Background: an optimization exercise with open tools, aiming at small area, a short achievable clock period and few clock cycles. Do not read the settings as production practice. Where RTL was checked, it was by simulation tests only, not by an equivalence proof against the original. The RTL of run 2 was laid out without a check of its function. No activity file was given, so power comes from the tool's default toggle rates.

==> flow/config.mk <==
export PLATFORM = sky130hd
export DESIGN_NAME = singleCycle
export DESIGN_NICKNAME = singleCycle
export VERILOG_FILES = /design/flow/design.v
export SDC_FILE = /design/flow/constraint.sdc
export NUM_CORES = 4
export LEC_CHECK = 0
export CAP_MARGIN = 20
export CORE_MARGIN = 2
export CORE_UTILIZATION = 30
export PLACE_DENSITY = 0.5
export SLEW_MARGIN = 20
==> flow/constraint.sdc <==
create_clock -name core_clock -period 7.0 [get_ports {clk_i}]
set_input_delay 1.4000 -clock core_clock [delete_from_list [all_inputs] [get_ports {clk_i}]]
set_output_delay 1.4000 -clock core_clock [all_outputs]
set_load 0.01 [all_outputs]
==> flow/design.v <==
module singleCycle
(
	input 			clk_i ,
	input 			rst_ni,
	input  [16:0]	io_sw_i  ,
	output [31:0]	imem_addr_o,
	input  [31:0]	imem_data_i,
	output [8:0]	dmem_addr_o,
	output 			dmem_we_o,
	output [31:0]	dmem_wdata_o,
	input  [31:0]	dmem_rdata_i,
	output [31:0]	io_lcd_o ,
	output [7:0]	io_ledg_o,
	output [16:0]	io_ledr_o,
	output [6:0]  	io_hex7_o, io_hex6_o, io_hex5_o, io_hex4_o, io_hex3_o, io_hex2_o, io_hex1_o, io_hex0_o
);
logic [12:2] pc;                  
logic [31:0] e_a, e_b;
logic [11:0] e_imm;               
logic [12:2] e_alt;               
logic [4:0]  e_rd;
logic        e_wen, e_load, e_store, e_br, e_jalr;
logic        e_pred, e_beq, e_bltu;
logic        e_sub, e_s_sum, e_s_slt, e_s_sltu, e_s_xor, e_s_or, e_s_and;
logic        e_s_sll, e_s_srl, e_s_sra, e_s_b, e_m8, e_m16;
logic [2:0]  e_f3;
logic [31:0] m_res;
logic [10:2] m_addr;
logic [4:0]  m_rd;
logic        m_wen, m_load, m_we, m_iost;
logic        m_ld_mem, m_ld_sw, m_ld_io;
logic [2:0]  m_f3;
logic [31:0] rf [1:31];
logic [31:0] r_lcd;
logic [16:0] r_ledr;
logic [7:0]  r_ledg;
logic [6:0]  r_hex0, r_hex1, r_hex2, r_hex3, r_hex4, r_hex5, r_hex6, r_hex7;
wire [31:0] ir = imem_data_i;
assign imem_addr_o = {19'd0, pc, 2'b00};
wire [4:0] op  = ir[6:2];
wire [2:0] f3  = ir[14:12];
wire       b30 = ir[30];
wire [4:0] rs1 = ir[19:15];
wire [4:0] rs2 = ir[24:20];
wire [4:0] rd  = ir[11:7];
wire op_r     = (op == 5'b01100);
wire op_i     = (op == 5'b00100);
wire op_load  = (op == 5'b00000);
wire op_store = (op == 5'b01000);
wire op_br    = (op == 5'b11000);
wire op_jalr  = (op == 5'b11001);
wire op_jal   = (op == 5'b11011);
wire op_auipc = (op == 5'b00101);
wire r_ok    = op_r & ((f3 == 3'b000) | (f3 == 3'b101) | ~b30);
wire i_ok    = op_i & ((f3 != 3'b001) | ~b30);
wire ld_ok   = op_load & ((f3 == 3'b000) | (f3 == 3'b001) | (f3 == 3'b010) | (f3 == 3'b100) | (f3 == 3'b101));
wire st_ok   = op_store & ((f3 == 3'b000) | (f3 == 3'b001) | (f3 == 3'b010));
wire br_ok   = op_br & ((f3 == 3'b000) | (f3 == 3'b100) | (f3 == 3'b110));
wire jalr_ok = op_jalr & (f3 == 3'b000);
wire alu_ok  = r_ok | i_ok;
wire writes  = (alu_ok | ld_ok | jalr_ok | op_jal | op_auipc) & (rd != 5'd0);
wire [31:0] rv1 = (rs1 == 5'd0) ? 32'd0 : rf[rs1];
wire [31:0] rv2 = (rs2 == 5'd0) ? 32'd0 : rf[rs2];
wire use1 = ~(op_jal | op_auipc);
wire use2 = op_r | op_store | op_br;
wire haz  = (use1 & ((e_wen & (e_rd == rs1)) | (m_wen & (m_rd == rs1)))) |
            (use2 & ((e_wen & (e_rd == rs2)) | (m_wen & (m_rd == rs2))));
wire [31:0] imm_i = {{20{ir[31]}}, ir[31:20]};
wire [31:0] imm_u = {ir[31:12], 12'd0};
wire [12:2] imm_b = {ir[31], ir[7], ir[30:25], ir[11:9]};
wire [12:2] imm_j = {ir[12], ir[20], ir[30:22]};
wire [12:2] pc_1  = pc + 11'd1;
wire [12:2] pc_4  = pc + 11'd4;
wire [12:2] pc_b  = pc + imm_b;
wire [12:2] pc_j  = pc + imm_j;
wire        pred  = ir[31];       
logic        redirect;
logic [12:2] redirect_pc;
wire         stall = haz & ~redirect;
wire         issue = ~haz & ~redirect;
logic [12:2] pc_nxt;
always_comb begin
	if (redirect)            pc_nxt = redirect_pc;
	else if (haz)            pc_nxt = pc;
	else if (op_jal)         pc_nxt = pc_j;
	else if (br_ok)          pc_nxt = pred ? pc_b : pc_4;
	else                     pc_nxt = pc_1;
end
always_ff @(posedge clk_i, negedge rst_ni) begin
	if (!rst_ni) pc <= 11'd0;
	else         pc <= pc_nxt;
end
wire [31:0] link  = {19'd0, pc_1, 2'b00};
wire [31:0] a_nxt = op_auipc ? {19'd0, pc, 2'b00} : rv1;
logic [31:0] b_nxt;
always_comb begin
	if (op_r | op_store | op_br) b_nxt = rv2;
	else if (op_jal | op_jalr)   b_nxt = link;
	else if (op_auipc)           b_nxt = imm_u;
	else                         b_nxt = imm_i;
end
always_ff @(posedge clk_i, negedge rst_ni) begin
	if (!rst_ni) begin
		e_wen <= 1'b0; e_load <= 1'b0; e_store <= 1'b0; e_br <= 1'b0; e_jalr <= 1'b0;
	end else begin
		e_wen   <= issue & writes;
		e_load  <= issue & ld_ok;
		e_store <= issue & st_ok;
		e_br    <= issue & br_ok;
		e_jalr  <= issue & jalr_ok;
	end
end
always_ff @(posedge clk_i) begin
	e_a    <= a_nxt;
	e_b    <= b_nxt;
	e_imm  <= op_store ? {ir[31:25], ir[11:7]} : ir[31:20];
	e_alt  <= pred ? pc_4 : pc_b;
	e_rd   <= rd;
	e_f3   <= f3;
	e_pred <= pred;
	e_beq  <= ~f3[2];
	e_bltu <= f3[1];
	e_sub    <= (op_r & b30 & (f3 == 3'b000)) | ((op_r | op_i) & (f3[2:1] == 2'b01)) | op_br;
	e_s_sum  <= ((op_r | op_i) & (f3 == 3'b000)) | op_auipc;
	e_s_slt  <= (op_r | op_i) & (f3 == 3'b010);
	e_s_sltu <= (op_r | op_i) & (f3 == 3'b011);
	e_s_xor  <= (op_r | op_i) & (f3 == 3'b100);
	e_s_or   <= (op_r | op_i) & (f3 == 3'b110);
	e_s_and  <= (op_r | op_i) & (f3 == 3'b111);
	e_s_sll  <= (op_r | op_i) & (f3 == 3'b001);
	e_s_srl  <= (op_r | op_i) & (f3 == 3'b101) & ~b30;
	e_s_sra  <= (op_r | op_i) & (f3 == 3'b101) & b30;
	e_s_b    <= op_jal | op_jalr | op_store;
	e_m8     <= op_store & (f3[1:0] == 2'b00);
	e_m16    <= op_store & (f3[1:0] != 2'b10);
end
wire [31:0] bx  = e_b ^ {32{e_sub}};
wire [32:0] sum = {1'b0, e_a} + {1'b0, bx} + {32'd0, e_sub};
wire        lt_u = ~sum[32];
wire        lt_s = (e_a[31] ^ e_b[31]) ? e_a[31] : sum[31];
wire        eq   = (e_a == e_b);
wire [31:0] sll = e_a << e_b[4:0];
wire [31:0] srl = e_a >> e_b[4:0];
wire [31:0] sra = $signed(e_a) >>> e_b[4:0];
wire [31:0] bmask = {{16{~e_m16}}, {8{~e_m8}}, 8'hFF};
wire [31:0] res =
	({32{e_s_sum}}  & sum[31:0]) |
	({32{e_s_slt}}  & {31'd0, lt_s}) |
	({32{e_s_sltu}} & {31'd0, lt_u}) |
	({32{e_s_xor}}  & (e_a ^ e_b)) |
	({32{e_s_or}}   & (e_a | e_b)) |
	({32{e_s_and}}  & (e_a & e_b)) |
	({32{e_s_sll}}  & sll) |
	({32{e_s_srl}}  & srl) |
	({32{e_s_sra}}  & sra) |
	({32{e_s_b}}    & (e_b & bmask));
wire [12:0] ea = e_a[12:0] + {e_imm[11], e_imm};
wire taken = e_beq ? eq : (e_bltu ? lt_u : lt_s);
assign redirect    = e_jalr | (e_br & (taken ^ e_pred));
assign redirect_pc = e_jalr ? ea[12:2] : e_alt;
wire ea_io  = ea[11];
wire io_out = ea[11] & (ea[10:8] == 3'b000) & (ea[3:0] == 4'd0) & (ea[7:4] <= 4'hA);
wire io_sw  = (ea[11:0] == 12'h900);
always_ff @(posedge clk_i, negedge rst_ni) begin
	if (!rst_ni) begin
		m_wen <= 1'b0; m_load <= 1'b0; m_we <= 1'b0; m_iost <= 1'b0;
	end else begin
		m_wen  <= e_wen;
		m_load <= e_load;
		m_we   <= e_store & ~ea_io;
		m_iost <= e_store & io_out;
	end
end
always_ff @(posedge clk_i) begin
	m_res    <= res;
	m_addr   <= ea[10:2];
	m_rd     <= e_rd;
	m_f3     <= e_f3;
	m_ld_mem <= ~ea_io;
	m_ld_sw  <= io_sw;
	m_ld_io  <= io_out;
end
assign dmem_addr_o  = m_addr;
assign dmem_we_o    = m_we;
assign dmem_wdata_o = m_res;
logic [31:0] io_rd;
always_comb begin
	case (m_addr[7:4])
		4'h0: io_rd = {25'd0, r_hex0};
		4'h1: io_rd = {25'd0, r_hex1};
		4'h2: io_rd = {25'd0, r_hex2};
		4'h3: io_rd = {25'd0, r_hex3};
		4'h4: io_rd = {25'd0, r_hex4};
		4'h5: io_rd = {25'd0, r_hex5};
		4'h6: io_rd = {25'd0, r_hex6};
		4'h7: io_rd = {25'd0, r_hex7};
		4'h8: io_rd = {15'd0, r_ledr};
		4'h9: io_rd = {24'd0, r_ledg};
		4'hA: io_rd = r_lcd;
		default: io_rd = 32'd0;
	endcase
end
wire [31:0] ld_raw = ({32{m_ld_mem}} & dmem_rdata_i) |
                     ({32{m_ld_sw}}  & {15'd0, io_sw_i}) |
                     ({32{m_ld_io}}  & io_rd);
logic [31:0] ld_val;
always_comb begin
	case (m_f3)
		3'b000:  ld_val = {{24{ld_raw[7]}},  ld_raw[7:0]};
		3'b001:  ld_val = {{16{ld_raw[15]}}, ld_raw[15:0]};
		3'b100:  ld_val = {24'd0, ld_raw[7:0]};
		3'b101:  ld_val = {16'd0, ld_raw[15:0]};
		default: ld_val = ld_raw;
	endcase
end
wire [31:0] wb = m_load ? ld_val : m_res;
always_ff @(posedge clk_i) begin
	for (int i = 1; i < 32; i++)
		if (m_wen && m_rd == i[4:0]) rf[i] <= wb;
end
always_ff @(posedge clk_i, negedge rst_ni) begin
	if (!rst_ni) begin
		r_lcd  <= 32'd0;
		r_ledr <= 17'd0;
		r_ledg <= 8'd0;
		r_hex0 <= 7'd0; r_hex1 <= 7'd0; r_hex2 <= 7'd0; r_hex3 <= 7'd0;
		r_hex4 <= 7'd0; r_hex5 <= 7'd0; r_hex6 <= 7'd0; r_hex7 <= 7'd0;
	end else if (m_iost) begin
		case (m_addr[7:4])
			4'h8: r_ledr <= m_res[16:0];
			4'h9: r_ledg <= m_res[7:0];
			4'hA: r_lcd  <= m_res;
			4'h0: r_hex0 <= m_res[6:0];
			4'h1: r_hex1 <= m_res[6:0];
			4'h2: r_hex2 <= m_res[6:0];
			4'h3: r_hex3 <= m_res[6:0];
			4'h4: r_hex4 <= m_res[6:0];
			4'h5: r_hex5 <= m_res[6:0];
			4'h6: r_hex6 <= m_res[6:0];
			4'h7: r_hex7 <= m_res[6:0];
			default: ;
		endcase
	end
end
assign io_lcd_o  = r_lcd;
assign io_ledr_o = r_ledr;
assign io_ledg_o = r_ledg;
assign io_hex0_o = r_hex0;
assign io_hex1_o = r_hex1;
assign io_hex2_o = r_hex2;
assign io_hex3_o = r_hex3;
assign io_hex4_o = r_hex4;
assign io_hex5_o = r_hex5;
assign io_hex6_o = r_hex6;
assign io_hex7_o = r_hex7;
endmodule
==> flow/run.sh <==
#!/bin/bash
# synth_recipe.tcl (not shown) runs the flow's synth.tcl, then flattens the netlist and writes it again
# the make line also repeats each setting of config.mk as NAME=value (left out here)
make -C /OpenROAD-flow-scripts/flow DESIGN_CONFIG=/design/flow/config.mk WORK_HOME=/design/flow/orfs CLKGATE_MAP_FILE= SYNTH_SCRIPT=/design/flow/synth_recipe.tcl finish
==> impl_metrics.csv, run 1 <==
group,metric,value,unit
critical_path,reg2reg_to,"e_load",
pwr,p_comb_share,18.8,%
global_route,grt_remaining_overflow,0,
clocking,path_clk_slew,0.06,ns
logic_synthesis,netlist_area,61520,um2
logic_synthesis,async_reset_ff_share,10.34,%
critical_path,crit_path_end_kind,"flip-flop",
clocking,numCtsBuffers,138,
die,die_area,208700,um2
place,numPortBuffers,246,
drt,wire_per_inst,38.85,um
die,coreArea,204200,um2
drt,dr.pass1.iters,9,
drt,drtIter0Drc,11570,
timing,rsz0062_at_grt,"no",
critical_path,crit_type,"input pin to flip-flop",
timing,slew_headroom,9.410,%
pwr,internal-power,14.10,mW
logic_synthesis,ys_types,84,
final_layout,nets,5564,
logic_synthesis,seq_area_frac_synth,59.07,%
critical_path,ff2ff_setup_slack,1.94,ns
clocking,clockBufferDepth,3,
logic_synthesis,synth_warnings,34,
die,die_y,456.9,um
critical_path,r2r-start,"e_sub",
timing,finalWorstSetupSlack,1.910,ns
critical_path,critPathMaxFanout,12,
pwr,peakVddDrop,0.0002789,V
clocking,hold_buffers,0,
critical_path,startpoint,"imem_data_i[23]",
die,fp-row-count,166,
global_route,grt_max_degree,92,
timing,hold_viol_final,0,
drt,avgViaCountPerCell,6.606,
timing,setup_violations,0,
die,pin_count,270,
place,dp_worst_setup_slack,1.426,ns
pwr,p_leak,25.70,nW
outcome,status,"timing/DRC/antenna clean",
global_route,antenna_found_initial,19,
clocking,clock_latency,0.85,ns
global_route,grt_pass1_wl,426100,um
clocking,ctsResizeCount,0,
global_route,grt_usage,29.17,%
logic_synthesis,synth-edff-count,992,
pwr,switching_share,30.99,%
critical_path,start_kind,"input pin",
logic_synthesis,synth_area_per_cell,12.07,um2
final_layout,final_cell_mix,"edfxtp_1, a22oi_1, o21ai_0",
die,start_util,30.13,%
drt,drc_errors,0,
final_layout,final_common_cell,"edfxtp_1",
final_layout,drive_above_1_share,13.74,%
clocking,post_cts_buffers,0,
critical_path,reg2reg_depth,13,
final_layout,fill_cells,19860,
pwr,clkPwrFrac,37.8,%
timing,fmax,196.5,MHz
drt,ant_nets,0,
timing,fin_skew,0.07314,ns
critical_path,critical_path_arrival,5.72,ns
place,gp_congestion,0.9693,
logic_synthesis,yosys_most_used_dff,"edfxtp_1",
timing,period_share,72.71,%
timing,slew_viol_final,0,
timing,final.min_clock_period,5.090,ns
clocking,cts_sinks,1286,
critical_path,crit_required,7.63,ns
die,dieWidth,456.9,um
final_layout,final_core_util,36.05,%
pwr,p_switching,6.331,mW
min_path,hp-class,"flip-flop to flip-flop",
timing,tns,0,ns
pwr,power_density,277.6,nW/um2
run,maxCapViolations,0,
clocking,cts_tree,"done",
logic_synthesis,syn_inst,5096,
drt,vias,53930,
pwr,p_seq_share,43.4,%
clocking,root_buffer,"clkbuf_16",
min_path,whs_path_depth,0,
place,dp_hpwl,199500,um
critical_path,critical_path.endpoint,"e_b[16]",
final_layout,syn_to_final_growth,19.62,%
drt,routed_wl,317100,um
timing,tightest_slew,1.356,ns
logic_synthesis,ys_ff_latch,1286,
clocking,cts_htree_levels,4,
global_route,grt_pass1_vias,50600,
==> synth_stat cells (all sizes together), types with 49 or more instances <==
cell | number | area, um2
edfxtp | 992 | 29790
a22oi | 410 | 3078
clkbuf | 313 | 1175
nor2 | 311 | 1167
o21ai | 292 | 1461
nand2 | 263 | 987.2
a22o | 246 | 2155
a221oi | 244 | 2137
a21oi | 231 | 1160
dfxtp | 161 | 3223
nand4 | 138 | 863.3
dfrtp | 133 | 3328
nand3 | 131 | 655.6
ha | 127 | 1589
mux2 | 121 | 1363
mux2i | 119 | 1191
inv | 101 | 379.1
nor3 | 83 | 415.4
a222oi | 82 | 820.8
buf | 82 | 409.2
xor2 | 70 | 613.1
xnor2 | 49 | 429.2
==> cells by family (layout without fill, tap and decap cells) <==
| logic type | Yosys count | after routing | share of synthesized area (%) |
|---|---|---|---|
| xor gates and xnor gates | 119 | 119 | 1.694 |
| DFF | 1286 | 1286 | 59.07 |
| buffers and inverters | 498 | 847 | 3.203 |
| AOI/OAI and AO/OA | 1734 | 1734 | 20.57 |
| adders and majority gates | 131 | 131 | 2.713 |
| other | 1 | 31 | 0.006095 |
| and+or+nand+nor | 1081 | 1081 | 8.379 |
| muxes | 246 | 246 | 4.370 |
==> worst min-delay path by stage <==
stage	start	to	slack, ns
2_1_floorplan	e_f3[0]	m_f3[0]	0.31
3_5_place_dp	e_f3[2]	m_f3[2]	0.31
6_report	e_f3[2]	m_f3[2]	0.33
3_3_place_gp	e_f3[2]	m_f3[2]	0.31
4_1_cts	e_f3[2]	m_f3[2]	0.33
5_1_grt	e_f3[2]	m_f3[2]	0.35
==> area by class of cell <==
class                           instances  area [um2]  area share [%]
Sequential cell                      1286       36350           49.39
Multi-Input combinational cell       3332       24170           32.84
Timing Repair Buffer                  489        4556           6.190
Clock buffer                          172        3631           4.934
Tap cell                             2688        3363           4.570
Clock inverter                         83        1115           1.515
Inverter                              103       386.6          0.5253
Antenna cell                           10       25.02         0.03400
==> critical path, stage by stage <==
cell and delay (ns):
clkdlybuf4s50_1 0.72, buf_4 0.21, inv_1 0.12, nand2_1 0.65, nor2_4 0.33, buf_16 0.27
buf_4 0.24, a222oi_1 0.40, nand4_1 0.18, nor3_1 0.91, o21ai_0 0.23
==> flip-flops by register name, summed over array words and instances, names as in the netlist, 8 cells and up <==
name and flops:
e_alt 11, m_res 32, rf 992, e_b 32, r_ledr 17, e_a 32, r_lcd 32, m_addr 9
e_imm 12, r_ledg 8, pc 11
==> power groups by stage <==
stage	combinational (mW)	sequential [mW]	clock, mW
after detailed placement	3.70	9.02	0
final	3.83	8.87	7.73
after CTS	3.71	8.86	7.77
after floorplan	2.20	8.85	0
after global placement	3.70	9.02	0
after global routing	4.06	8.89	8.08
==> stage by stage <==
| step | area, um2 | instances | hold WS [ns] | power [mW] |
|---|---|---|---|---|
| 2_1_floorplan | 61600 | 5116 | 0.3096 | 11.04 |
| 3_3_place_gp | 68640 | 7893 | 0.3119 | 12.73 |
| 3_5_place_dp | 68750 | 7896 | 0.3121 | 12.72 |
| 4_1_cts | 73490 | 8151 | 0.3266 | 20.35 |
| 5_1_grt | 73570 | 8154 | 0.3520 | 21.02 |
| 6_report | 73590 | 8163 | 0.3265 | 20.43 |
==> metal layers <==
metal	up-vias	part of all wire [%]	global-route usage [%]
met2	5066	43	43.69
met5	-	0.017	0.09185
li1	20930	-	-
met4	8	5.8	13.66
met3	1242	15	10.82
met1	26680	37	37.19
Testbench counts, summed over its fixed seeds: cycles 61,608.
==> inputs of run 2 (changes only) <==
--- a/flow/design.v
+++ b/flow/design.v
@@ -22,2 +22,3 @@
 logic        e_wen, e_load, e_store, e_br, e_jalr;
+logic        e_kill;              
 logic        e_pred, e_beq, e_bltu;
@@ -65,4 +66,5 @@
 wire use2 = op_r | op_store | op_br;
-wire haz  = (use1 & ((e_wen & (e_rd == rs1)) | (m_wen & (m_rd == rs1)))) |
-            (use2 & ((e_wen & (e_rd == rs2)) | (m_wen & (m_rd == rs2))));
+wire ew   = e_wen & ~e_kill;
+wire haz  = (use1 & ((ew & (e_rd == rs1)) | (m_wen & (m_rd == rs1)))) |
+            (use2 & ((ew & (e_rd == rs2)) | (m_wen & (m_rd == rs2))));
 wire [31:0] imm_i = {{20{ir[31]}}, ir[31:20]};
@@ -75,7 +77,6 @@
 wire [12:2] pc_j  = pc + imm_j;
-wire        pred  = ir[31];       
+wire        same  = (rs1 == rs2);
+wire        pred  = same ? ~f3[2] : (ir[31] | ((f3 == 3'b110) & (rs1 == 5'd0)));
 logic        redirect;
 logic [12:2] redirect_pc;
-wire         stall = haz & ~redirect;
-wire         issue = ~haz & ~redirect;
 logic [12:2] pc_nxt;
@@ -104,8 +105,10 @@
 		e_wen <= 1'b0; e_load <= 1'b0; e_store <= 1'b0; e_br <= 1'b0; e_jalr <= 1'b0;
+		e_kill <= 1'b0;
 	end else begin
-		e_wen   <= issue & writes;
-		e_load  <= issue & ld_ok;
-		e_store <= issue & st_ok;
-		e_br    <= issue & br_ok;
-		e_jalr  <= issue & jalr_ok;
+		e_wen   <= ~haz & writes;
+		e_load  <= ~haz & ld_ok;
+		e_store <= ~haz & st_ok;
+		e_br    <= ~haz & br_ok;
+		e_jalr  <= ~haz & jalr_ok;
+		e_kill  <= redirect;
 	end
@@ -122,3 +125,3 @@
 	e_bltu <= f3[1];
-	e_sub    <= (op_r & b30 & (f3 == 3'b000)) | ((op_r | op_i) & (f3[2:1] == 2'b01)) | op_br;
+	e_sub    <= op_r & b30 & (f3 == 3'b000);
 	e_s_sum  <= ((op_r | op_i) & (f3 == 3'b000)) | op_auipc;
@@ -137,5 +140,5 @@
 wire [31:0] bx  = e_b ^ {32{e_sub}};
-wire [32:0] sum = {1'b0, e_a} + {1'b0, bx} + {32'd0, e_sub};
-wire        lt_u = ~sum[32];
-wire        lt_s = (e_a[31] ^ e_b[31]) ? e_a[31] : sum[31];
+wire [31:0] sum = e_a + bx + {31'd0, e_sub};
+wire        lt_u = e_a < e_b;
+wire        lt_s = $signed(e_a) < $signed(e_b);
 wire        eq   = (e_a == e_b);
@@ -158,3 +161,3 @@
 wire taken = e_beq ? eq : (e_bltu ? lt_u : lt_s);
-assign redirect    = e_jalr | (e_br & (taken ^ e_pred));
+assign redirect    = ~e_kill & (e_jalr | (e_br & (taken ^ e_pred)));
 assign redirect_pc = e_jalr ? ea[12:2] : e_alt;
@@ -167,6 +170,6 @@
 	end else begin
-		m_wen  <= e_wen;
+		m_wen  <= ew;
 		m_load <= e_load;
-		m_we   <= e_store & ~ea_io;
-		m_iost <= e_store & io_out;
+		m_we   <= e_store & ~e_kill & ~ea_io;
+		m_iost <= e_store & ~e_kill & io_out;
 	end
--- a/flow/config.mk
+++ b/flow/config.mk
@@ -7,6 +7,8 @@
 export LEC_CHECK = 0
+export ABC_CLOCK_PERIOD_IN_PS = 3000
 export CAP_MARGIN = 20
 export CORE_MARGIN = 2
-export CORE_UTILIZATION = 30
-export PLACE_DENSITY = 0.5
+export CORE_UTILIZATION = 35
+export PLACE_DENSITY = 0.55
+export SETUP_SLACK_MARGIN = 4.0
 export SLEW_MARGIN = 20
==> run 2 against run 1 <==
Highest routed layer unchanged. Largest cell class unchanged. Clock power down 0.5%. Critical endpoint is now m_res[19]. Flip-flop and latch count is 2 higher. Non-clock buffer count increased by 463.
==> impl_metrics.csv, run 2 <==
group,metric,value,unit
logic_synthesis,synth_warnings,34,
outcome,status,"timing/DRC/antenna clean",
clocking,root_buffer,"clkbuf_16",
clocking,path_clk_slew,0.06,ns
global_route,grt_pass1_wl,451200,um
timing,rsz0062_at_grt,"yes",
final_layout,syn_to_final_growth,30.16,%
logic_synthesis,syn_inst,5227,
final_layout,largest_reg_flops,992,
critical_path,path_delay_family,"compound AO/OA/AOI/OAI gates",
logic_synthesis,ys_types,97,
pwr,peakVddDrop,0.0001937,V
run,maxCapViolations,0,
clocking,numCtsBuffers,144,
global_route,grt_usage,35.05,%
critical_path,critical_path_arrival,4.01,ns
die,start_util,35.30,%
critical_path,start_kind,"flip-flop",
die,coreArea,179000,um2
global_route,grt_max_degree,93,
timing,fmax,297.8,MHz
place,numPortBuffers,246,
timing,final.min_clock_period,3.358,ns
logic_synthesis,async_reset_ff_share,10.40,%
logic_synthesis,netlist_area,63180,um2
logic_synthesis,synth-edff-count,992,
die,pin_count,270,
drt,drc_errors,0,
die,die_area,183900,um2
drt,vias,58730,
pwr,p_seq_share,40.6,%
critical_path,slowest_stage,"or4_4",
timing,slew_headroom,21.73,%
timing,tightest_slew,1.170,ns
critical_path,critPathMaxFanout,5,
clocking,clockBufferDepth,3,
pwr,clkPwrFrac,35.4,%
timing,tns,0,ns
drt,routed_wl,338800,um
logic_synthesis,yosysMostFrequentCell,"edfxtp_1",
timing,hold_viol_final,0,
timing,period_share,47.97,%
final_layout,final_common_cell,"edfxtp_1",
final_layout,nets,6195,
logic_synthesis,ys_ff_latch,1288,
global_route,grt_pass1_vias,55030,
critical_path,worstPathCellList,"buf_12 > xor2_1 > ha_1 > a211o_1 > or4_4 > nor3_4 > buf_6 > nor4_4 > a21boi_2 > o21ai_2 > xor2_2 > a211o_1",
pwr,p_comb_share,24.0,%
drt,ant_nets,0,
min_path,hp-class,"flip-flop to flip-flop",
critical_path,crit_top_cell,"a211o_1",
critical_path,crit_type,"flip-flop to flip-flop",
critical_path,startpoint,"e_sub",
die,fp-row-count,155,
logic_synthesis,seq_area_frac_synth,57.59,%
global_route,antenna_found_initial,25,
final_layout,final_cell_mix,"edfxtp_1, a22oi_1, buf_4",
pwr,power,21.71,mW
die,die_y,428.9,um
logic_synthesis,yosysTopAreaCellShare,47.15,%
min_path,hold_path_startpoint,"e_f3[2]",
clocking,cts_htree_levels,4,
drt,drtIter0Drc,12470,
pwr,switching_share,30.96,%
logic_synthesis,synth_top_area_cell,"edfxtp_1",
critical_path,crit_required,7.66,ns
timing,setup_violations,0,
timing,slew_viol_final,0,
place,dp_hpwl,192300,um
clocking,cts_sinks,1288,
critical_path,crit_path_end_kind,"flip-flop",
critical_path,r2r-start,"e_sub",
drt,wire_per_inst,40.17,um
clocking,cts_tree,"done",
drt,dr.pass1.iters,11,
logic_synthesis,synth.top_cells.by_count,"edfxtp_1, a22oi_1, nor2_1",
pwr,power_density,264.0,nW/um2
pwr,p_switching,6.720,mW
final_layout,largest-register,"rf",
pwr,p_leak,30.51,nW
pwr,internal-power,14.99,mW
critical_path,worst-path-buf-inv,2,
place,gp_congestion,0.9712,
critical_path,max_stage_delay,0.44,ns
drt,avgViaCountPerCell,6.963,
global_route,grt_remaining_overflow,0,
clocking,clock_latency,0.83,ns
logic_synthesis,yosys_most_used_dff,"edfxtp_1",
timing,fin_skew,0.04846,ns
timing,hold-worst-slack,0.3278,ns
logic_synthesis,synthTopCellsByArea,"edfxtp_1, a22oi_1, dfrtp_1",
die,dieWidth,428.9,um
logic_synthesis,synth_area_per_cell,12.09,um2
final_layout,fill_cells,15930,
final_layout,drive_above_1_share,27.45,%
-- run 2: path summary, 6_finish.rpt --
check	slack, ns	cells past startpoint	endpoint
max	3.64	12	m_res[19]
min reg2reg	0.33	0	m_f3[2]
min in group asynchronous	0.68	1	r_lcd[13]
min	0.33	0	m_f3[2]
max in group asynchronous	5.04	2	pc[8]
max reg2reg	3.64	12	m_res[19]
-- run 2: cell families after synthesis --
logic type | after synthesis | share of synthesized area, %
flip-flops | 1288 | 57.59
AO/OA/AOI/OAI | 1694 | 19.51
buffers and inverters | 512 | 3.412
adder cells (fa/ha/maj) | 159 | 3.196
AND/OR/NAND/NOR | 1183 | 9.088
other | 1 | 0.005935
XOR/XNOR | 121 | 1.677
multiplexers | 269 | 5.529
-- run 2: power by group through the flow --
stage	sequential [mW]	clock [mW]	combinational, mW
finish	8.81	7.69	5.21
global route	8.82	7.99	5.40
CTS	8.81	7.70	4.63
detailed placement	9.07	0	3.72
global placement	9.07	0	3.71
floorplan	8.86	0	2.32
-- run 2: per-layer routing --
| metal | track usage, % | wire length, um | up-vias |
|---|---|---|---|
| met5 | 0.8327 | 534 | - |
| met2 | 51.92 | 142600 | 6109 |
| met3 | 14.47 | 53520 | 1784 |
| li1 | - | - | 22320 |
| met4 | 22.45 | 28240 | 30 |
| met1 | 41.90 | 113900 | 28490 |
-- run 2: layout make-up --
cell class / instances / area (um2) / share of cell area (%)
antenna: 13 / 32.53 / 0.03956
clock buffer: 184 / 3931 / 4.780
clock inverter: 75 / 745.7 / 0.9068
inverter: 111 / 457.9 / 0.5568
multi-input combinational: 3455 / 27870 / 33.89
sequential: 1288 / 36600 / 44.51
tap: 2355 / 2947 / 3.583
timing repair buffer: 952 / 9649 / 11.73
timing repair inverter: 1 / 6.256 / 0.007607
-- run 2: what timing repair did --
item,4_1_cts,5_1_grt
cloned,26,6
hold buffers,0,0
gates resized for setup,773,252
buffers inserted,318,116
setup endpoints to repair,1263,511
pin swaps,175,133
-- run 2: per-stage QoR --
step	setup slack (ns)	area [um2]	instances	util [%]
3_5_place_dp	1.435	69980	7696	39.10
5_1_grt	3.627	82210	8422	45.93
6_report	3.642	82240	8434	45.94
3_3_place_gp	1.594	69950	7694	39.08
4_1_cts	3.739	80150	8299	44.78
2_1_floorplan	3.494	63640	5247	-
==> inputs of run 3 (changes only) <==
--- a/flow/design.v
+++ b/flow/design.v
@@ -27,3 +27,4 @@
 logic [2:0]  e_f3;
-logic [31:0] m_res;
+logic [31:0] m_res, m_sum;
+logic        m_is_sum;
 logic [10:2] m_addr;
@@ -149,3 +150,2 @@
 wire [31:0] res =
-	({32{e_s_sum}}  & sum[31:0]) |
 	({32{e_s_slt}}  & {31'd0, lt_s}) |
@@ -178,2 +178,4 @@
 	m_res    <= res;
+	m_sum    <= sum;
+	m_is_sum <= e_s_sum;
 	m_addr   <= ea[10:2];
@@ -218,3 +220,3 @@
 end
-wire [31:0] wb = m_load ? ld_val : m_res;
+wire [31:0] wb = m_load ? ld_val : (m_is_sum ? m_sum : m_res);
 always_ff @(posedge clk_i) begin
--- a/flow/config.mk
+++ b/flow/config.mk
@@ -11,2 +11,4 @@
 export CORE_UTILIZATION = 35
+export CTS_CLUSTER_DIAMETER = 80
+export CTS_CLUSTER_SIZE = 22
 export PLACE_DENSITY = 0.55
@@ -14 +16,2 @@
 export SLEW_MARGIN = 20
+export TNS_END_PERCENT = 20
==> run 3 against run 2 <==
Flip-flop and latch count up 33. Combinational power down 12%. Die area is 0.23% higher. Core utilization down 2.9 points. Register-to-register slack hardly changed. Synthesized cell count is 0.80% lower. Worst setup slack got worse by 0.0095 ns. Final cell count shrank 4.0%. Via count is 4.0% lower. Sequential power grew 3.1%. Critical path depth rose by 3. Critical path type unchanged. Largest cell class unchanged. Largest power group unchanged.
==> impl_metrics.csv, run 3 <==
group,metric,value,unit
drt,ant_nets,0,
drt,vias,56390,
global_route,antenna_found_initial,20,
drt,drc_errors,0,
clocking,numCtsBuffers,80,
timing,tns,0,ns
logic_synthesis,ys_types,89,
timing,hold_viol_final,0,
final_layout,largest-register,"rf",
pwr,p_seq_share,48.1,%
final_layout,final_common_cell,"edfxtp_1",
critical_path,start_kind,"flip-flop",
timing,fin_skew,0.05541,ns
pwr,p_leak,27.59,nW
logic_synthesis,synth-edff-count,992,
critical_path,crit_type,"flip-flop to flip-flop",
clocking,root_buffer,"clkbuf_16",
critical_path,critPathMaxFanout,7,
final_layout,syn_to_final_growth,22.45,%
die,die_area,184400,um2
logic_synthesis,seq_area_frac_synth,58.50,%
global_route,grt_usage,32.75,%
critical_path,r2r-start,"e_a[31]",
pwr,internal-power,12.87,mW
clocking,cts_htree_levels,3,
min_path,hp-class,"flip-flop to flip-flop",
drt,wire_per_inst,39.26,um
critical_path,crit_path_end_kind,"flip-flop",
die,coreArea,180400,um2
place,dp_hpwl,186600,um
critical_path,ff2ff_setup_slack,3.63,ns
pwr,power_density,243.5,nW/um2
final_layout,final_cell_mix,"edfxtp_1, buf_4, a22oi_1",
critical_path,reg2reg_depth,15,
logic_synthesis,muxShareOfSynthArea,4.722,%
min_path,whs_path_depth,0,
timing,hold-worst-slack,0.3296,ns
timing,tightest_slew,1.227,ns
logic_synthesis,netlist_area,63330,um2
logic_synthesis,ys_ff_latch,1321,
logic_synthesis,synth_top_area_cell,"edfxtp_1",
outcome,status,"timing/DRC/antenna clean",
logic_synthesis,synth-compound-area-share,20.43,%
drt,avgViaCountPerCell,6.967,
global_route,grt_pass1_wl,424700,um
die,pin_count,270,
min_path,hold_path_startpoint,"e_f3[2]",
global_route,grt_pass1_vias,51700,
clocking,cts_sinks,1321,
pwr,peakVddDrop,0.0002026,V
logic_synthesis,synth_top_family_by_area,"compound AO/OA/AOI/OAI gates",
final_layout,largest_reg_flops,992,
pwr,p_comb_share,24.4,%
clocking,clockBufferDepth,3,
drt,drtIter0Drc,12010,
logic_synthesis,yosysMostFrequentCell,"edfxtp_1",
die,dieWidth,429.4,um
drt,routed_wl,317700,um
critical_path,critical_path_arrival,3.99,ns
logic_synthesis,yosys.area_share.adder,3.189,%
place,numPortBuffers,246,
die,fp-row-count,156,
logic_synthesis,syn_inst,5185,
critical_path,crit_required,7.62,ns
place,gp_congestion,0.9743,
final_layout,fill_cells,16640,
critical_path,reg2reg_to,"pc[6]",
timing,period_share,48.11,%
clocking,clock_latency,0.77,ns
pwr,p_switching,6.017,mW
logic_synthesis,synth_area_per_cell,12.21,um2
pwr,switching_share,31.86,%
timing,final.min_clock_period,3.368,ns
timing,setup_violations,0,
logic_synthesis,synth.top_cells.by_count,"edfxtp_1, a22oi_1, nor2_1",
timing,rsz0062_at_grt,"yes",
logic_synthesis,yosysTopAreaCellShare,47.04,%
timing,fmax,297.0,MHz
logic_synthesis,async_reset_ff_share,10.14,%
final_layout,nets,5910,
logic_synthesis,synth-simple-area-share,8.081,%
drt,dr.pass1.iters,17,
clocking,cts_tree,"done",
final_layout,drive_above_1_share,21.25,%
logic_synthesis,yosys_most_used_dff,"edfxtp_1",
clocking,path_clk_slew,0.10,ns
global_route,grt_max_degree,89,
die,die_y,429.4,um
logic_synthesis,synthTopCellsByArea,"edfxtp_1, dfxtp_1, dfrtp_1",
min_path,min_to,"m_f3[2]",
logic_synthesis,synth_warnings,34,
logic_synthesis,synth-xor-area-share,1.853,%
timing,slew_viol_final,0,
timing,slew_headroom,17.97,%
global_route,grt_remaining_overflow,0,
die,start_util,35.11,%
clocking,hold_buffers,0,
run,maxCapViolations,0,
pwr,clkPwrFrac,27.5,%
-- run 3: area by class of cell --
cell class / count / area, um2 / area share, %
Inverter: 103 / 397.9 / 0.5131
Timing Repair Buffer: 774 / 7789 / 10.04
Multi-Input combinational cell: 3388 / 26670 / 34.39
Antenna cell: 14 / 35.03 / 0.04518
Clock inverter: 31 / 440.4 / 0.5679
Clock buffer: 92 / 2068 / 2.667
Tap cell: 2370 / 2965 / 3.824
Sequential cell: 1321 / 37190 / 47.95
-- run 3: how the worst max path moves through the flow --
stage	startpoint	end	slack, ns	cells after the start
6_report	e_a[31]	pc[6]	3.63	15
5_1_grt	e_a[31]	pc[6]	3.55	16
3_3_place_gp	imem_data_i[15]	e_a[11]	1.50	9
4_1_cts	e_a[31]	pc[6]	3.70	15
2_1_floorplan	imem_data_i[19]	pc[7]	3.59	10
3_5_place_dp	imem_data_i[15]	e_a[11]	1.47	9
-- run 3: per-layer routing --
| layer | vias to the layer above | global-route usage (%) | routed length [um] |
|---|---|---|---|
| met5 | - | 0 | 310 |
| met4 | 14 | 17.57 | 23870 |
| met3 | 1533 | 14.80 | 53320 |
| met2 | 5630 | 47.12 | 129500 |
| met1 | 27570 | 40.92 | 110700 |
| li1 | 21640 | - | - |
-- run 3: critical path: stages, from the launching register on --
cell and delay [ns]:
dfxtp_2 0.36, buf_12 0.12, clkinvlp_4 0.12, ha_4 0.26, nor4_4 0.29, nand4_1 0.15, buf_6 0.16, a21oi_4 0.18
nor4_4 0.05, buf_6 0.15, or4b_4 0.57, a21o_1 0.21, o2111ai_4 0.10, buf_6 0.19, mux2i_2 0.24, a21oi_1 0.06
-- run 3: power groups by stage --
stage / combinational [mW] / sequential [mW] / clock [mW]
2_1_floorplan: 2.32 / 9.14 / 0
3_3_place_gp: 3.55 / 9.33 / 0
3_5_place_dp: 3.56 / 9.33 / 0
4_1_cts: 4.12 / 9.10 / 5.19
5_1_grt: 4.84 / 9.11 / 5.44
6_report: 4.60 / 9.08 / 5.20
-- run 3: what timing repair did --
| action | 4_1_cts | 5_1_grt |
|---|---|---|
| setup buffers | 207 | 72 |
| cloned | 15 | 8 |
| setup endpoints to repair | 1251 | 969 |
| pin swaps | 87 | 38 |
| resized for setup | 346 | 141 |
-- run 3: cell families after synthesis --
group / after synthesis
flops: 1321
simple gates: 1056
other cells: 1
mux: 260
xor+xnor: 134
fa+ha+maj: 159
buf+inv: 504
compound gates: 1750
-- run 3: through the flow --
stage | setup WS, ns | std cells | power [mW] | area (um2) | util, %
final | 3.632 | 8093 | 18.88 | 77550 | 43.00
after global placement | 1.498 | 7652 | 12.88 | 70070 | 38.85
after global routing | 3.552 | 8081 | 19.39 | 77520 | 42.98
after detailed placement | 1.467 | 7652 | 12.89 | 70070 | 38.85
after CTS | 3.696 | 7997 | 18.42 | 76060 | 42.17
after floorplan | 3.592 | 5205 | 11.46 | 63880 | -
Testbench counts of run 3, summed over its fixed seeds: cycles 61,333.
==> inputs of run 4 (changes only) <==
--- a/flow/design.v
+++ b/flow/design.v
@@ -19,2 +19,3 @@
 logic [11:0] e_imm;               
+logic [4:0]  e_shl, e_shr;        
 logic [12:2] e_alt;               
@@ -23,7 +24,9 @@
 logic        e_kill;              
-logic        e_pred, e_beq, e_bltu;
-logic        e_sub, e_s_sum, e_s_slt, e_s_sltu, e_s_xor, e_s_or, e_s_and;
-logic        e_s_sll, e_s_srl, e_s_sra, e_s_b, e_m8, e_m16;
+logic        e_pred, e_beq, e_uns;
+logic        e_sub, e_s_sum, e_s_slt, e_s_xor, e_s_or, e_s_and;
+logic        e_s_sll, e_s_sr, e_s_sra, e_s_b, e_m8, e_m16;
 logic [2:0]  e_f3;
-logic [31:0] m_res, m_sum;
+logic [31:0] m_res;
+logic [15:0] m_sum_lo;
+logic        m_c16;
 logic        m_is_sum;
@@ -119,2 +122,4 @@
 	e_b    <= b_nxt;
+	e_shl  <= b_nxt[4:0];
+	e_shr  <= b_nxt[4:0];
 	e_imm  <= op_store ? {ir[31:25], ir[11:7]} : ir[31:20];
@@ -125,7 +130,6 @@
 	e_beq  <= ~f3[2];
-	e_bltu <= f3[1];
+	e_uns  <= op_br ? f3[1] : f3[0];
 	e_sub    <= op_r & b30 & (f3 == 3'b000);
 	e_s_sum  <= ((op_r | op_i) & (f3 == 3'b000)) | op_auipc;
-	e_s_slt  <= (op_r | op_i) & (f3 == 3'b010);
-	e_s_sltu <= (op_r | op_i) & (f3 == 3'b011);
+	e_s_slt  <= (op_r | op_i) & (f3[2:1] == 2'b01);
 	e_s_xor  <= (op_r | op_i) & (f3 == 3'b100);
@@ -134,3 +138,3 @@
 	e_s_sll  <= (op_r | op_i) & (f3 == 3'b001);
-	e_s_srl  <= (op_r | op_i) & (f3 == 3'b101) & ~b30;
+	e_s_sr   <= (op_r | op_i) & (f3 == 3'b101);
 	e_s_sra  <= (op_r | op_i) & (f3 == 3'b101) & b30;
@@ -141,13 +145,12 @@
 wire [31:0] bx  = e_b ^ {32{e_sub}};
-wire [31:0] sum = e_a + bx + {31'd0, e_sub};
-wire        lt_u = e_a < e_b;
-wire        lt_s = $signed(e_a) < $signed(e_b);
+wire [16:0] sum_lo = {1'b0, e_a[15:0]} + {1'b0, bx[15:0]} + {16'd0, e_sub};
+wire        lt   = {e_a[31] ^ ~e_uns, e_a[30:0]} < {e_b[31] ^ ~e_uns, e_b[30:0]};
 wire        eq   = (e_a == e_b);
-wire [31:0] sll = e_a << e_b[4:0];
-wire [31:0] srl = e_a >> e_b[4:0];
-wire [31:0] sra = $signed(e_a) >>> e_b[4:0];
+wire [31:0] sll  = e_a << e_shl;
+wire [32:0] sh_x = {e_s_sra & e_a[31], e_a};
+wire [32:0] sh_r = $signed(sh_x) >>> e_shr;
 wire [31:0] bmask = {{16{~e_m16}}, {8{~e_m8}}, 8'hFF};
 wire [31:0] res =
-	({32{e_s_slt}}  & {31'd0, lt_s}) |
-	({32{e_s_sltu}} & {31'd0, lt_u}) |
+	({32{e_s_sum}}  & {e_a[31:16] ^ bx[31:16], e_a[31:16] & bx[31:16]}) |
+	({32{e_s_slt}}  & {31'd0, lt}) |
 	({32{e_s_xor}}  & (e_a ^ e_b)) |
@@ -156,7 +159,6 @@
 	({32{e_s_sll}}  & sll) |
-	({32{e_s_srl}}  & srl) |
-	({32{e_s_sra}}  & sra) |
+	({32{e_s_sr}}   & sh_r[31:0]) |
 	({32{e_s_b}}    & (e_b & bmask));
 wire [12:0] ea = e_a[12:0] + {e_imm[11], e_imm};
-wire taken = e_beq ? eq : (e_bltu ? lt_u : lt_s);
+wire taken = e_beq ? eq : lt;
 assign redirect    = ~e_kill & (e_jalr | (e_br & (taken ^ e_pred)));
@@ -178,3 +180,4 @@
 	m_res    <= res;
-	m_sum    <= sum;
+	m_sum_lo <= sum_lo[15:0];
+	m_c16    <= sum_lo[16];
 	m_is_sum <= e_s_sum;
@@ -220,3 +223,20 @@
 end
-wire [31:0] wb = m_load ? ld_val : (m_is_sum ? m_sum : m_res);
+logic [15:0] kg [0:4];
+logic [15:0] kp [0:4];
+always_comb begin
+	kp[0] = m_res[31:16];
+	kg[0] = m_res[15:0];
+	kg[0][0] = m_res[0] | (m_res[16] & m_c16);
+	for (int l = 0; l < 4; l++)
+		for (int i = 0; i < 16; i++)
+			if (i >= (1 << l)) begin
+				kg[l+1][i] = kg[l][i] | (kp[l][i] & kg[l][i - (1 << l)]);
+				kp[l+1][i] = kp[l][i] & kp[l][i - (1 << l)];
+			end else begin
+				kg[l+1][i] = kg[l][i];
+				kp[l+1][i] = kp[l][i];
+			end
+end
+wire [15:0] sum_hi = m_res[31:16] ^ {kg[4][14:0], m_c16};
+wire [31:0] wb = m_load ? ld_val : (m_is_sum ? {sum_hi, m_sum_lo} : m_res);
 always_ff @(posedge clk_i) begin
==> flow/flow/run.sh (new file) <==
#!/bin/bash
# The standard layout (standard.sh) with one change: the buffers that
# global placement puts on every input and output port are
# sky130_fd_sc_hd__buf_2 instead of ORFS's default pick
# (sky130_fd_sc_hd__clkdlybuf4s50_1, a slow delay cell). Synthesis is the
# standard one, unchanged. Each step's full output goes to its own log here.
set -euo pipefail
bash standard.sh synth > synth.log 2>&1
bash standard.sh "BUFFER_PORTS_ARGS=-buffer_cell sky130_fd_sc_hd__buf_2" finish > layout.log 2>&1
==> flow/standard.sh (new file) <==
#!/bin/bash
# synth_recipe.tcl (not shown) runs the flow's synth.tcl, then flattens the netlist and writes it again
# the make line also repeats each setting of config.mk as NAME=value (left out here)
make -C /OpenROAD-flow-scripts/flow DESIGN_CONFIG=/design/flow/config.mk WORK_HOME=/design/flow/orfs CLKGATE_MAP_FILE= SYNTH_SCRIPT=/design/flow/synth_recipe.tcl "${@:-finish}"
--- a/flow/config.mk
+++ b/flow/config.mk
@@ -7,3 +7,2 @@
 export LEC_CHECK = 0
-export ABC_CLOCK_PERIOD_IN_PS = 3000
 export CAP_MARGIN = 20
@@ -16,2 +15,2 @@
 export SLEW_MARGIN = 20
-export TNS_END_PERCENT = 20
+export TNS_END_PERCENT = 100
removed: flow/run.sh
==> run 4 against run 3 <==
Final cell count decreased by 2.3%. Core utilization down 0.76 points. First-iteration DRC count rose by 2.4%. Flip-flop and latch count fell by 15. Final area shrank 2.9%. Non-clock buffer count fell by 86. Synthesized area is 0.98% lower. Die area down 0.98%. Sequential share of layout area rose by 1.1 points. Hold slack better by 0.0017 ns. Global-route usage grew 0.61 points. Critical endpoint is now pc[10]. Largest cell class unchanged. Largest power group unchanged.
==> impl_metrics.csv, run 4 <==
group,metric,value,unit
outcome,status,"timing/DRC/antenna clean",
clocking,cts_tree,"done",
timing,slew_headroom,2.122,%
timing,period_share,47.90,%
drt,top_layer,"met5",
drt,wire_per_inst,40.34,um
logic_synthesis,synth-edff-count,992,
timing,rsz0062_at_grt,"yes",
final_layout,syn_to_final_growth,20.05,%
timing,fmax,298.2,MHz
critical_path,crit_required,7.63,ns
die,start_util,35.18,%
run,maxCapViolations,0,
timing,slew_viol_final,0,
final_layout,seq_area,36900,um2
logic_synthesis,synth_warnings,36,
timing,tightest_slew,1.440,ns
logic_synthesis,seq_area_frac_synth,58.60,%
global_route,antenna_found_initial,22,
place,numPortBuffers,246,
timing,hold_viol_final,0,
pwr,p_seq_share,49.8,%
timing,fin_skew,0.06266,ns
clocking,clockBufferDepth,3,
clocking,path_clk_slew,0.09,ns
final_layout,largest_reg_flops,992,
drt,ant_nets,0,
logic_synthesis,synth_area_per_cell,12.27,um2
die,coreArea,178200,um2
global_route,grt_pass1_wl,422300,um
drt,wl_met1,110800,um
die,fp-row-count,155,
pwr,p_switching,5.801,mW
timing,tns,0,ns
pwr,internal-power,12.36,mW
pwr,switching_share,31.94,%
timing,hold-worst-slack,0.3314,ns
drt,wl_met2,128200,um
critical_path,critical_path_arrival,3.98,ns
final_layout,multi_input_area,26520,um2
pwr,p_leak,26.92,nW
final_layout,nets,5755,
clocking,cts_sinks,1306,
timing,final.min_clock_period,3.353,ns
critical_path,crit_path_end_kind,"flip-flop",
clocking,root_buffer,"clkbuf_16",
drt,avgViaCountPerCell,7.016,
logic_synthesis,netlist_area,62700,um2
drt,routed_wl,319100,um
drt,route.met3.wl,55350,um
global_route,grt_pass1_vias,50490,
place,dp_hpwl,177000,um
drt,drc_errors,0,
clocking,clock_latency,0.78,ns
logic_synthesis,synth.top_cells.by_count,"edfxtp_1, a22oi_1, clkbuf_1",
global_route,grt_max_degree,90,
logic_synthesis,yosysMostFrequentCell,"edfxtp_1",
clocking,cts_htree_levels,3,
die,pin_count,270,
drt,vias,55500,
logic_synthesis,async_reset_ff_share,10.26,%
logic_synthesis,synth_top_area_cell,"edfxtp_1",
critical_path,start_kind,"flip-flop",
logic_synthesis,syn_inst,5112,
drt,dr.pass1.iters,12,
die,die_area,182600,um2
final_layout,fill_cells,16350,
place,gp_congestion,0.9607,
final_layout,final_cell_mix,"edfxtp_1, a22oi_1, buf_4",
final_layout,largest-register,"rf",
logic_synthesis,yosysTopAreaCellShare,47.51,%
logic_synthesis,yosys_most_used_dff,"edfxtp_1",
min_path,hp-class,"flip-flop to flip-flop",
die,die_y,427.3,um
final_layout,drive_above_1_share,24.58,%
die,dieWidth,427.3,um
pwr,clkPwrFrac,28.1,%
logic_synthesis,synthTopCellsByArea,"edfxtp_1, a22oi_1, dfxtp_1",
pwr,power_density,241.3,nW/um2
critical_path,critPathMaxFanout,12,
final_layout,final_common_cell,"edfxtp_1",
clocking,numCtsBuffers,78,
timing,setup_violations,0,
critical_path,crit_type,"flip-flop to flip-flop",
pwr,p_comb_share,22.1,%
logic_synthesis,ys_types,84,
drt,drtIter0Drc,12300,
global_route,grt_remaining_overflow,0,
logic_synthesis,ys_ff_latch,1306,
global_route,grt_usage,33.36,%
pwr,peakVddDrop,0.0001546,V
[run 4: cell types whose count changed in the layout (fill, tap and decap cells not counted), moves of 43 or more]
cell             change
clkdlybuf4s50_1    -213
a221oi_1           -126
a21oi_1             -50
nand3_1             -43
buf_2              +236
a22oi_1            +270
buf_4              -118
a22o_1             -147
[run 4: logic make-up (layout without fill, tap and decap cells)]
logic type      after synthesis  count (layout)  synth area share, %
compound gates             1665            1677                19.18
xor+xnor                    127             127                1.774
simple gates               1077            1078                8.514
buf+inv                     507             905                3.191
flops                      1306            1306                58.60
fa+ha+maj                   161             161                3.260
mux                         268             271                5.471
other cells                   1              30             0.005980
[run 4: power groups by stage]
stage,logic [mW],registers [mW],clock network (mW)
5_1_grt,4.21,9.07,5.37
4_1_cts,3.73,9.03,5.09
6_report,4.01,9.05,5.10
2_1_floorplan,2.16,8.99,0
3_3_place_gp,3.24,9.22,0
3_5_place_dp,3.26,9.22,0
[run 4: layout make-up]
| cell class | count | share of cell area [%] |
|---|---|---|
| antenna | 9 | 0.02992 |
| clock buffer | 89 | 2.718 |
| clock inverter | 26 | 0.4803 |
| inverter | 102 | 0.5252 |
| multi-input combinational | 3335 | 35.23 |
| sequential | 1306 | 49.02 |
| tap | 2355 | 3.914 |
| timing repair buffer | 688 | 8.079 |
[run 4: stage by stage]
stage	cell area [um2]	util, %	worst slack (ns)	power (mW)	instances
after global routing	75270	42.23	3.631	18.65	7905
after global placement	68130	38.23	2.052	12.46	7527
final	75280	42.24	3.647	18.16	7910
after CTS	74100	41.58	3.679	17.85	7846
after floorplan	63600	-	3.452	11.16	5132
after detailed placement	68170	38.25	2.028	12.48	7529
[run 4: path summary, 6_finish.rpt]
check                              from         to  slack [ns]  cells past startpoint
worst max-delay path            e_a[12]     pc[10]        3.65                     11
worst min register to register  e_f3[1]    m_f3[1]        0.33                      0
max in group asynchronous        rst_ni  r_hex1[2]        5.06                      2
worst min-delay path            e_f3[1]    m_f3[1]        0.33                      0
worst max register to register  e_a[12]     pc[10]        3.65                     11
min in group asynchronous        rst_ni  r_lcd[28]        0.72                      1
[run 4: metal layers]
layer  global-route usage (%)  vias to the layer above
li1                         -                    21170
met1                    41.63                    27170
met2                    47.46                     5690
met3                    15.26                     1442
met4                    18.65                       18
met5                   0.6349                        -
[run 4: what timing repair did]
item,in CTS,in global routing
hold buffers,0,0
buffers inserted,186,46
gates cloned,16,8
pin swaps,72,59
setup endpoints to repair,1086,692
resized for setup,317,123
[run 4: worst max-delay path, stage by stage (launching register included)]
cell and delay, ns:
dfxtp_4 0.38, buf_4 0.14, buf_4 0.21, ha_1 0.23, a221oi_1 0.31, o21bai_2 0.16
o41ai_2 0.40, nand4b_2 0.25, and3_4 0.25, o41ai_4 0.36, buf_6 0.20, mux2_2 0.33
Testbench counts of run 4, summed over its fixed seeds: cycles 61,333.
==> inputs of run 5 (changes only) <==
--- a/flow/design.v
+++ b/flow/design.v
@@ -79,4 +79,25 @@
 wire [12:2] pc_4  = pc + 11'd4;
-wire [12:2] pc_b  = pc + imm_b;
-wire [12:2] pc_j  = pc + imm_j;
+logic [10:0] bg [0:4];
+logic [10:0] bp [0:4];
+logic [10:0] jg [0:4];
+logic [10:0] jp [0:4];
+always_comb begin
+	bg[0] = pc & imm_b;  bp[0] = pc ^ imm_b;
+	jg[0] = pc & imm_j;  jp[0] = pc ^ imm_j;
+	for (int l = 0; l < 4; l++)
+		for (int i = 0; i < 11; i++)
+			if (i >= (1 << l)) begin
+				bg[l+1][i] = bg[l][i] | (bp[l][i] & bg[l][i - (1 << l)]);
+				bp[l+1][i] = bp[l][i] & bp[l][i - (1 << l)];
+				jg[l+1][i] = jg[l][i] | (jp[l][i] & jg[l][i - (1 << l)]);
+				jp[l+1][i] = jp[l][i] & jp[l][i - (1 << l)];
+			end else begin
+				bg[l+1][i] = bg[l][i];
+				bp[l+1][i] = bp[l][i];
+				jg[l+1][i] = jg[l][i];
+				jp[l+1][i] = jp[l][i];
+			end
+end
+wire [12:2] pc_b  = bp[0] ^ {bg[4][9:0], 1'b0};
+wire [12:2] pc_j  = jp[0] ^ {jg[4][9:0], 1'b0};
 wire        same  = (rs1 == rs2);
@@ -122,4 +143,4 @@
 	e_b    <= b_nxt;
-	e_shl  <= b_nxt[4:0];
-	e_shr  <= b_nxt[4:0];
+	e_shl  <= b_nxt[4:0] & {5{(op_r | op_i) & (f3 == 3'b001)}};
+	e_shr  <= b_nxt[4:0] & {5{(op_r | op_i) & (f3 == 3'b101)}};
 	e_imm  <= op_store ? {ir[31:25], ir[11:7]} : ir[31:20];
@@ -146,4 +167,20 @@
 wire [16:0] sum_lo = {1'b0, e_a[15:0]} + {1'b0, bx[15:0]} + {16'd0, e_sub};
-wire        lt   = {e_a[31] ^ ~e_uns, e_a[30:0]} < {e_b[31] ^ ~e_uns, e_b[30:0]};
-wire        eq   = (e_a == e_b);
+wire [31:0] ca = {e_a[31] ^ ~e_uns, e_a[30:0]};
+wire [31:0] cb = {e_b[31] ^ ~e_uns, e_b[30:0]};
+logic [31:0] clt [0:5];
+logic [31:0] ceq [0:5];
+always_comb begin
+	clt[0] = ~ca & cb;
+	ceq[0] = ~(ca ^ cb);
+	for (int l = 1; l <= 5; l++) begin
+		clt[l] = 32'd0;
+		ceq[l] = 32'd0;
+		for (int i = 0; i < (32 >> l); i++) begin
+			clt[l][i] = clt[l-1][2*i+1] | (ceq[l-1][2*i+1] & clt[l-1][2*i]);
+			ceq[l][i] = ceq[l-1][2*i+1] & ceq[l-1][2*i];
+		end
+	end
+end
+wire        lt   = clt[5][0];
+wire        eq   = ceq[5][0];
 wire [31:0] sll  = e_a << e_shl;
==> run 5 against run 4 <==
Maximum frequency up 4.0%. Die area up 1.2%. Clock skew increased by 0.014 ns. Clock-buffer cell count up 5. Sequential power about the same. Wire length up 2.6%. Via count increased by 3.2%.
==> impl_metrics.csv, run 5 <==
group,metric,value,unit
outcome,status,"timing/DRC/antenna clean",
critical_path,reg2reg_to,"rf[1][26]",
pwr,peakVddDrop,0.0001857,V
logic_synthesis,yosys_most_used_dff,"edfxtp_1",
clocking,cts_htree_levels,3,
global_route,grt_usage,33.62,%
min_path,hold_path_startpoint,"e_f3[1]",
die,die_area,184700,um2
clocking,cts_tree,"done",
timing,slew_viol_final,0,
final_layout,final_common_cell,"edfxtp_1",
pwr,power_density,234.8,nW/um2
drt,wl_met2,133000,um
final_layout,largest_reg_flops,992,
clocking,clock_latency,0.77,ns
global_route,grt_max_degree,75,
critical_path,critPathMaxFanout,25,
critical_path,r2r-start,"m_c16",
logic_synthesis,synthTopCellsByArea,"edfxtp_1, a22oi_1, dfxtp_1",
critical_path,crit_type,"input pin to flip-flop",
global_route,grt_remaining_overflow,0,
logic_synthesis,seq_area_frac_synth,58.22,%
die,die_y,429.8,um
critical_path,crit_path_end_kind,"flip-flop",
drt,routed_wl,327300,um
logic_synthesis,syn_inst,5273,
pwr,p_seq_share,50.4,%
die,pin_count,270,
global_route,antenna_found_initial,28,
pwr,clkPwrFrac,28.6,%
clocking,hold_buffers,0,
critical_path,critical_path_arrival,3.79,ns
final_layout,fin_area,76670,um2
timing,fmax,310.2,MHz
critical_path,start_kind,"input pin",
clocking,root_buffer,"clkbuf_16",
logic_synthesis,yosysMostFrequentCell,"edfxtp_1",
global_route,grt_pass1_vias,52060,
pwr,p_comb_share,21.0,%
run,maxCapViolations,0,
critical_path,ff2ff_setup_slack,3.96,ns
drt,ant_nets,0,
timing,rsz0062_at_grt,"yes",
place,numPortBuffers,246,
min_path,min_to,"m_f3[1]",
logic_synthesis,synth-edff-count,992,
clocking,numCtsBuffers,79,
final_layout,layout.cells.non_filler,8157,
min_path,whs_path_depth,0,
clocking,clockBufferDepth,3,
drt,vias,57290,
critical_path,reg2reg_depth,13,
timing,hold-worst-slack,0.3315,ns
drt,drc_errors,0,
pwr,power,18.00,mW
die,fp-row-count,156,
die,coreArea,180500,um2
place,placed_area,68630,um2
timing,tns,0,ns
logic_synthesis,async_reset_ff_share,10.18,%
final_layout,largest-register,"rf",
timing,fin_skew,0.07625,ns
drt,dr.pass1.iters,15,
timing,hold_viol_final,0,
logic_synthesis,synth_area_per_cell,12.04,um2
min_path,hp-class,"flip-flop to flip-flop",
critical_path,crit_required,7.56,ns
critical_path,slowest_stage,"buf_6",
die,start_util,35.15,%
logic_synthesis,netlist_area,63460,um2
drt,wire_per_inst,40.12,um
final_layout,nets,5972,
place,gp_congestion,0.9571,
timing,slew_headroom,16.65,%
place,dp_hpwl,184200,um
place,place_inst,7688,
timing,final.min_clock_period,3.224,ns
logic_synthesis,synth_warnings,42,
global_route,grt_pass1_wl,433500,um
final_layout,final_cell_mix,"edfxtp_1, a22oi_1, buf_4",
final_layout,drive_above_1_share,25.41,%
pwr,p_switching,5.609,mW
clocking,cts_sinks,1316,
drt,drtIter0Drc,12440,
clocking,path_clk_slew,0.09,ns
timing,tightest_slew,1.250,ns
final_layout,syn_to_final_growth,20.80,%
critical_path,max_stage_delay,0.53,ns
pwr,switching_share,31.16,%
drt,wl_met1,109600,um
drt,top_layer,"met5",
die,dieWidth,429.8,um
critical_path,worstPathCellList,"buf_16 > nand3b_4 > nor2_4 > buf_6 > a22oi_1 > nand4_1 > nor3_4 > o21ai_0",
drt,avgViaCountPerCell,7.024,
timing,period_share,46.06,%
pwr,p_leak,27.52,nW
logic_synthesis,ys_types,101,
logic_synthesis,synth_top_area_cell,"edfxtp_1",
pwr,internal-power,12.39,mW
logic_synthesis,ys_ff_latch,1316,
drt,route.met3.wl,56630,um
logic_synthesis,synth.top_cells.by_count,"edfxtp_1, a22oi_1, nand2_1",
timing,setup_violations,0,
logic_synthesis,yosysTopAreaCellShare,46.94,%
run 5: cell types whose count changed in the layout (fill, tap and decap cells not counted), moves of 16 or more:
cell / previous run / this run
o21ai_0: 224 / 199
buf_4: 299 / 352
inv_1: 95 / 122
nor2_1: 192 / 140
a22o_1: 124 / 33
or3_1: 18 / 2
nand2_1: 235 / 351
nor3_1: 34 / 83
a221oi_1: 135 / 33
a22oi_1: 651 / 837
a21oi_1: 152 / 183
run 5: area by class of cell:
class,count,area [um2]
Sequential cell,1316,37120
Clock inverter,31,412.9
Fill cell,16700,103900
Timing Repair Buffer,749,6768
Antenna cell,14,35.03
Inverter,130,503.0
Multi-Input combinational cell,3453,26810
Clock buffer,94,2054
Tap cell,2370,2965
run 5: metal layers:
metal	GRT usage (%)	vias to the layer above
met2	48.22	6009
met3	16.43	1679
met5	1.717	-
li1	-	21710
met4	20.14	38
met1	40.37	27860
run 5: critical path: cells and delay by family:
kind / cells / cell delay, ns
buffers and inverters: 2 / 0.68
and+or+nand+nor: 4 / 1.01
AOI/OAI and AO/OA: 2 / 0.60
run 5: per-stage QoR:
step / worst slack (ns) / utilization [%]
floorplan: 3.722 / -
global placement: 1.829 / 37.96
detailed placement: 1.835 / 38.01
CTS: 4.001 / 41.48
global route: 3.897 / 42.45
finish: 3.776 / 42.46
run 5: how the worst max path moves through the flow:
stage	start	end	slack [ns]	cells past startpoint
floorplan	imem_data_i[22]	e_shl[0]	3.72	10
global route	m_c16	rf[1][26]	3.90	13
global placement	imem_data_i[20]	e_b[3]	1.83	10
CTS	imem_data_i[16]	e_a[9]	4.00	10
finish	imem_data_i[21]	e_b[20]	3.78	8
detailed placement	imem_data_i[20]	e_b[3]	1.84	10
run 5: cell families after synthesis:
group,after synthesis,synth area share [%]
other,1,0.005909
muxes,281,5.497
DFF,1316,58.22
and+or+nand+nor,1140,8.783
adders and majority gates,160,3.202
buffers and inverters,540,3.561
AOI/OAI and AO/OA,1710,19.01
xor gates and xnor gates,125,1.725
run 5: power groups by stage:
stage / Combinational [mW] / Sequential [mW] / Clock, mW
2_1_floorplan: 1.88 / 9.03 / 0
3_3_place_gp: 2.89 / 9.22 / 0
3_5_place_dp: 2.91 / 9.23 / 0
4_1_cts: 3.44 / 9.06 / 5.14
5_1_grt: 3.95 / 9.09 / 5.41
6_report: 3.79 / 9.07 / 5.14
run 5: repair_timing:
action / 4_1_cts / 5_1_grt
hold endpoints to repair: 0 / 0
buffers inserted: 214 / 84
endpoints found under the setup margin: 971 / 510
resized for setup: 363 / 191
pin swaps: 88 / 62
cloned: 20 / 10
Testbench counts of run 5, summed over its fixed seeds: cycles 61,333.

## static timing again, ports no longer ideal
How much do the figures lean on ideal ports? The routed layouts below were timed once more, with nothing changed but the port constraints. Step 1 (the two cells are an assumption about what drives the block):
set clk [get_ports {clk_i}]
set_driving_cell -lib_cell sky130_fd_sc_hd__clkbuf_16 $clk
set_driving_cell -lib_cell sky130_fd_sc_hd__buf_2 [delete_from_list [all_inputs] $clk]
Step 2 also shifts input and output timing later by t, the mid clock arrival at the registers, as if the neighbouring blocks saw the same clock. Slacks: ideal / step 1 / step 2; pairs: ideal / step 1.
run | shift t [ns] | slack for setup (ns) | worst setup path after step 2 | slew at the worst register clock pin (ns) | cell pins on the clock port's net
run 1 | 0.905 | 1.910 / 1.938 / 1.064 | input to register | 0.08 / 0.08 | 1
run 2 | 0.895 | 3.642 / 3.642 / 2.987 | input to register | 0.07 / 0.07 | 1
run 3 | 0.833 | 3.632 / 3.632 / 2.909 | input to register | 0.10 / 0.10 | 1
run 4 | 0.835 | 3.647 / 3.645 / 2.810 | input to register | 0.10 / 0.10 | 1
run 5 | 0.814 | 3.776 / 3.780 / 2.966 | input to register | 0.10 / 0.10 | 1
After both steps every run listed still meets setup and hold. The setup slack of run 1, which loses most, moves by +0.028 ns with the drivers and by -0.846 ns with both steps.
